This is an optimization exercise on Yosys and OpenROAD, whose aim is small area and a short achievable clock period, not a production implementation.
Where RTL was checked, it was by simulation tests only, not by an equivalence proof against the original.

==> flow/design.v <==
`timescale 1ns / 1ps
module lab4_2( 
              input wire      mode,
              input wire[2:0] opCode,
              input wire[3:0] value,
              input clk,
              input reset,
              output reg[9:0] result,
              output reg cacheFull,
              output reg invalidOp,
              output reg overflow);
    reg [6:0] mem[0:31];
    reg [9:0]  p1;      
    reg [11:0] p1x3;    
    reg [5:0]  cnt;     
    reg [3:0]  start;   
    reg [4:0]  nxt;     
    reg        last;    
    reg [6:0]  cur;     
    reg [3:0]  tgt;     
    wire [2:0] cop = cur[6:4];
    wire [3:0] cv  = cur[3:0];
    wire full  = cnt[5];
    wire empty = (cnt == 6'd0);
    wire valid = (opCode[1:0] != 2'b11);
    wire store = !mode && !full && valid;
    wire exec  = mode && !empty;
    wire jump  = cop[2] & cop[1];
    function isjump;
        input [6:0] e;
        isjump = e[6] & e[5];
    endfunction
    wire [11:0] sum = result + cv + (cop[0] ? p1 : 10'd0);
    function [9:0] row;
        input [1:0] d;
        input [9:0] b;
        input [9:0] b3;
        case (d)
            2'd0: row = 10'd0;
            2'd1: row = b;
            2'd2: row = {b[8:0], 1'b0};
            default: row = b3;
        endcase
    endfunction
    wire [9:0] r0 = row(result[1:0], p1, p1x3[9:0]);
    wire [9:0] r1 = row(result[3:2], p1, p1x3[9:0]);
    wire [9:0] r2 = row(result[5:4], p1, p1x3[9:0]);
    wire [9:0] r3 = row(result[7:6], p1, p1x3[9:0]);
    wire [9:0] r4 = row(result[9:8], p1, p1x3[9:0]);
    function [1:0] fa;
        input a, b, c;
        fa = {(a & b) | (a & c) | (b & c), a ^ b ^ c};
    endfunction
    function [1:0] ha;
        input a, b;
        ha = {a & b, a ^ b};
    endfunction
    wire t1, t2, t3, t4, t5, t6, t7, t8, t9, t10, t11, t12, t13, t14, t15, t16, t17, t18, t19, t20, t21, t22, t23, t24, t25, t26, t27, t28;
    assign {t2, t1} = ha(r0[8], r1[6]);
    assign {t4, t3} = fa(r0[9], r1[7], r2[5]);
    assign {t6, t5} = ha(r0[6], r1[4]);
    assign {t8, t7} = fa(r0[7], r1[5], r2[3]);
    assign {t10, t9} = fa(t1, r2[4], r3[2]);
    assign {t12, t11} = fa(t3, r3[3], r4[1]);
    assign {t14, t13} = ha(cv[2], r0[2]);
    assign {t16, t15} = fa(cv[3], r0[3], r1[1]);
    assign {t18, t17} = fa(r0[4], r1[2], r2[0]);
    assign {t20, t19} = fa(r0[5], r1[3], r2[1]);
    assign {t22, t21} = fa(t5, r2[2], r3[0]);
    assign {t24, t23} = fa(t7, r3[1], t6);
    assign {t26, t25} = fa(t9, r4[0], t8);
    assign {t28, t27} = fa(t11, t2, t10);
    wire [9:0] mx = {t27, t25, t23, t21, t19, t17, t15, t13, cv[1], cv[0]};
    wire [9:0] my = {t26, t24, t22, t20, t18, t16, t14, r1[0], r0[1], r0[0]};
    wire mcout = t4 | t12 | t28;
    wire [10:0] plo = mx + my;
    function rowhi;
        input [1:0]  d;
        input        ge1;    
        input        ge2;    
        input        ge3;    
        case (d)
            2'd0: rowhi = 1'b0;
            2'd1: rowhi = ge1;
            2'd2: rowhi = ge2;
            default: rowhi = ge3;
        endcase
    endfunction
    wire mhi = rowhi(result[1:0], 1'b0,        p1[9],       |p1x3[11:10])
             | rowhi(result[3:2], |p1[9:8],    |p1[9:7],    |p1x3[11:8])
             | rowhi(result[5:4], |p1[9:6],    |p1[9:5],    |p1x3[11:6])
             | rowhi(result[7:6], |p1[9:4],    |p1[9:3],    |p1x3[11:4])
             | rowhi(result[9:8], |p1[9:2],    |p1[9:1],    |p1x3[11:2]);
    wire movf = plo[10] | mcout | mhi;
    wire [3:0] pop = result[0] + result[1] + result[2] + result[3] + result[4]
                   + result[5] + result[6] + result[7] + result[8] + result[9];
    wire [9:0] rev = {result[0], result[1], result[2], result[3], result[4],
                      result[5], result[6], result[7], result[8], result[9]};
    reg [9:0] nres;
    reg       novf;
    always @* begin
        case (cop[2:1])
            2'b00:   begin nres = sum[9:0]; novf = sum[11:10] != 2'd0; end
            2'b01:   begin nres = plo[9:0]; novf = movf; end
            default: begin nres = cop[0] ? rev : {6'd0, pop}; novf = 1'b0; end
        endcase
    end
    wire [4:0] nidx = last ? {1'b0, tgt} : nxt;        
    wire [5:0] nidx1 = nidx + 6'd1;
    reg [6:0] rdat;                                      
    integer k;
    always @* begin
        rdat = 7'd0;
        for (k = 0; k < 32; k = k + 1)
            rdat = rdat | (mem[k] & {7{nidx == k}});
    end
    reg [6:0] ncur;
    reg [3:0] nst;
    always @* begin
        ncur = cur;
        nst  = start;
        if (empty)
            ncur = {opCode, value};
        else if (mode) begin
            ncur = rdat;
            nst  = tgt;
        end
    end
    always @(posedge clk) begin
        if (store)
            mem[cnt[4:0]] <= {opCode, value};
        cur <= ncur;
        tgt <= isjump(ncur) ? ncur[3:0] : nst;
    end
    always @(posedge clk or posedge reset) begin
        if (reset) begin
            result    <= 10'd0;
            p1        <= 10'd0;
            p1x3      <= 12'd0;
            overflow  <= 1'b0;
            cacheFull <= 1'b0;
            invalidOp <= 1'b0;
            cnt       <= 6'd0;
            start     <= 4'd0;
            nxt       <= 5'd1;
            last      <= 1'b0;
        end else begin
            if (!mode) begin
                if (full)
                    cacheFull <= 1'b1;
                else begin
                    invalidOp <= !valid;
                    if (valid) begin
                        cnt  <= cnt + 6'd1;
                        last <= empty;
                    end
                end
            end else if (!empty) begin
                nxt   <= nidx1[4:0];
                last  <= (nidx1 == cnt);
                start <= tgt;
                if (!jump) begin
                    result   <= nres;
                    p1       <= result;
                    p1x3     <= {2'd0, result} + {1'b0, result, 1'b0};
                    overflow <= novf;
                end
            end
        end
    end
endmodule
export LEC_CHECK = 0
export CAP_MARGIN = 20
export CORE_MARGIN = 2
export CORE_UTILIZATION = 40
export CTS_BUF_LIST = sky130_fd_sc_hd__clkbuf_8
export CTS_CLUSTER_DIAMETER = 100
export CTS_CLUSTER_SIZE = 14
export SETUP_SLACK_MARGIN = 4.1
export SLEW_MARGIN = 20
create_clock -name core_clock -period 8.0 [get_ports {clk}]
run.sh (not shown) runs the stock make flow with config.mk's settings and CLKGATE_MAP_FILE= SYNTH_SCRIPT=/design/flow/synth_recipe.tcl, a recipe that flattens the netlist after the stock synthesis.
Change:
--- a/flow/design.v
+++ b/flow/design.v
@@ -113,23 +113,19 @@
         rdat = 7'd0;
         for (k = 0; k < 32; k = k + 1)
-            rdat = rdat | (mem[k] & {7{nidx == k}});
+            rdat = rdat | (mem[k] & {7{last ? (tgt == k) : (nxt == k)}});
     end
-    reg [6:0] ncur;
-    reg [3:0] nst;
-    always @* begin
-        ncur = cur;
-        nst  = start;
-        if (empty)
-            ncur = {opCode, value};
-        else if (mode) begin
-            ncur = rdat;
-            nst  = tgt;
-        end
-    end
+    wire [6:0] wc = {opCode, value};
+    wire [3:0] tw = isjump(wc)   ? value      : start;    
+    wire [3:0] te = isjump(rdat) ? rdat[3:0]  : tgt;      
     always @(posedge clk) begin
         if (store)
-            mem[cnt[4:0]] <= {opCode, value};
-        cur <= ncur;
-        tgt <= isjump(ncur) ? ncur[3:0] : nst;
+            mem[cnt[4:0]] <= wc;
+        if (empty) begin
+            cur <= wc;
+            tgt <= tw;
+        end else if (mode) begin
+            cur <= rdat;
+            tgt <= te;
+        end
     end
     always @(posedge clk or posedge reset) begin
The changed run passed the timing, DRC and antenna checks. Setup slack got worse by 0.058 ns. Routed wire length is lower by 6.0%. Synthesized cell count is lower by 1.2%. Core utilization is lower by 0.47 points. Die area is higher by 1.8%.
Only the layout flow was run in the second run of this note; the RTL was not checked for function there.

========
RTL: the design.v shown in full above, as it stands there.
Settings: LEC_CHECK=0, CAP_MARGIN=20, CORE_MARGIN=2, CORE_UTILIZATION=40, CTS_CLUSTER_DIAMETER=150, CTS_CLUSTER_SIZE=20, SETUP_SLACK_MARGIN=4.4, SLEW_MARGIN=20; clock period 8.0 ns.
Change:
--- a/flow/design.v
+++ b/flow/design.v
@@ -115,21 +115,17 @@
             rdat = rdat | (mem[k] & {7{nidx == k}});
     end
-    reg [6:0] ncur;
-    reg [3:0] nst;
-    always @* begin
-        ncur = cur;
-        nst  = start;
-        if (empty)
-            ncur = {opCode, value};
-        else if (mode) begin
-            ncur = rdat;
-            nst  = tgt;
-        end
-    end
+    wire [6:0] wc = {opCode, value};
+    wire [3:0] tw = isjump(wc)   ? value      : start;    
+    wire [3:0] te = isjump(rdat) ? rdat[3:0]  : tgt;      
     always @(posedge clk) begin
         if (store)
-            mem[cnt[4:0]] <= {opCode, value};
-        cur <= ncur;
-        tgt <= isjump(ncur) ? ncur[3:0] : nst;
+            mem[cnt[4:0]] <= wc;
+        if (empty) begin
+            cur <= wc;
+            tgt <= tw;
+        end else if (mode) begin
+            cur <= rdat;
+            tgt <= te;
+        end
     end
     always @(posedge clk or posedge reset) begin
Synthesized cell count is about the same.
Cell area barely changes.
Hold slack improves by 16 ps.
Critical path depth stays the same.

========
## v6
Starts from the design.v that is shown in full above.
export LEC_CHECK = 0
export CAP_MARGIN = 20
export CORE_MARGIN = 2
export CORE_UTILIZATION = 40
export CTS_CLUSTER_DIAMETER = 150
export CTS_CLUSTER_SIZE = 20
export SETUP_SLACK_MARGIN = 3.5
export SLEW_MARGIN = 20
create_clock -name core_clock -period 8.0 [get_ports {clk}]
Relative to v6, the following input files were edited for v7:
--- a/flow/design.v
+++ b/flow/design.v
@@ -74,24 +74,17 @@
     wire [9:0] my = {t26, t24, t22, t20, t18, t16, t14, r1[0], r0[1], r0[0]};
     wire mcout = t4 | t12 | t28;
     wire [10:0] plo = mx + my;
-    function rowhi;
-        input [1:0]  d;
-        input        ge1;    
-        input        ge2;    
-        input        ge3;    
-        case (d)
-            2'd0: rowhi = 1'b0;
-            2'd1: rowhi = ge1;
-            2'd2: rowhi = ge2;
-            default: rowhi = ge3;
-        endcase
-    endfunction
-    wire mhi = rowhi(result[1:0], 1'b0,        p1[9],       |p1x3[11:10])
-             | rowhi(result[3:2], |p1[9:8],    |p1[9:7],    |p1x3[11:8])
-             | rowhi(result[5:4], |p1[9:6],    |p1[9:5],    |p1x3[11:6])
-             | rowhi(result[7:6], |p1[9:4],    |p1[9:3],    |p1x3[11:4])
-             | rowhi(result[9:8], |p1[9:2],    |p1[9:1],    |p1x3[11:2]);
-    wire movf = plo[10] | mcout | mhi;
+    wire [9:0] p1or = {p1[9], p1[9] | p1[8], p1[9] | p1[8] | p1[7],
+                       |p1[9:6], |p1[9:5], |p1[9:4], |p1[9:3], |p1[9:2], |p1[9:1], |p1[9:0]};
+    wire phi = (result[1] & p1or[9]) | (result[2] & p1or[8]) | (result[3] & p1or[7])
+             | (result[4] & p1or[6]) | (result[5] & p1or[5]) | (result[6] & p1or[4])
+             | (result[7] & p1or[3]) | (result[8] & p1or[2]) | (result[9] & p1or[1]);
+    wire thi = (result[1:0] == 2'd3 && p1x3[11:10] != 2'd0)
+             | (result[3:2] == 2'd3 && p1x3[11:8]  != 4'd0)
+             | (result[5:4] == 2'd3 && p1x3[11:6]  != 6'd0)
+             | (result[7:6] == 2'd3 && p1x3[11:4]  != 8'd0)
+             | (result[9:8] == 2'd3 && p1x3[11:2]  != 10'd0);
+    wire movf = plo[10] | mcout | phi | thi;
     wire [3:0] pop = result[0] + result[1] + result[2] + result[3] + result[4]
                    + result[5] + result[6] + result[7] + result[8] + result[9];
     wire [9:0] rev = {result[0], result[1], result[2], result[3], result[4],
==> comparison <==
v7: no failed stages, no open violations at the end. Compared with v6, in v7 clock latency of the later-clocked register in the worst-skew pair went down by 20 ps; register-to-register setup slack increased by 40 ps relative to the old numbers. fa_1 as the critical path's slowest cell was reported by v7, and mux2i_1 by v6. Compared with v6, v7 shows a total area of multi-input combinational cells that is 270 um2 lower. Register area share after synthesis is lower on v6. Residual antenna-violating net count after detailed routing across v7 and v6: no real change. Changes observed in v7 relative to v6: critical-path maximum fanout moved down, global routing usage on met2 moved down, cell area after synthesis moved down, routed wire length moved down. Where area of the die is concerned, v6 is outperformed by v7. The global-route wire length before repair in v6 is 1.06 times that in v7.
The RTL of v7 was laid out without a check of its function.

## separate check: timing with driven ports
The results above use ideal ports. As a check the final layouts listed here were re-extracted and re-timed, cells and wires unchanged.
Step 1 assumes that a clkbuf_16 drives the clock port and a buf_2 every other input.
Step 2 adds t to the input delays and takes it off the output delays; t is the mean of the earliest and latest rising clock arrival at the registers after step 1. Input paths then give back, and output paths get back, about the clock's delay inside the block.
Slacks: ideal / step 1 / step 2; pairs: ideal / step 1.
run | t, ns | slack for setup (ns) | worst setup path at the end | worst data-port slew with drivers (ns)
the first run of note 1 | 0.645 | 3.942 / 3.942 / 3.606 | input to register | 0.08
the second run of note 1 | 0.651 | 3.884 / 3.884 / 3.812 | input to register | 0.04
the first run of note 2 | 0.592 | 3.962 / 3.962 / 3.916 | input to register | 0.05
the second run of note 2 | 0.565 | 4.105 / 4.105 / 3.846 | input to register | 0.08
v6 | 0.583 | 3.645 / 3.645 / 3.169 | input to register | 0.05
v7 | 0.559 | 3.684 / 3.684 / 3.188 | input to register | 0.03
After both steps every run listed still meets setup and hold. The setup slack of v7, which loses most, moves by 0.000 ns with the drivers and by -0.496 ns with both steps.
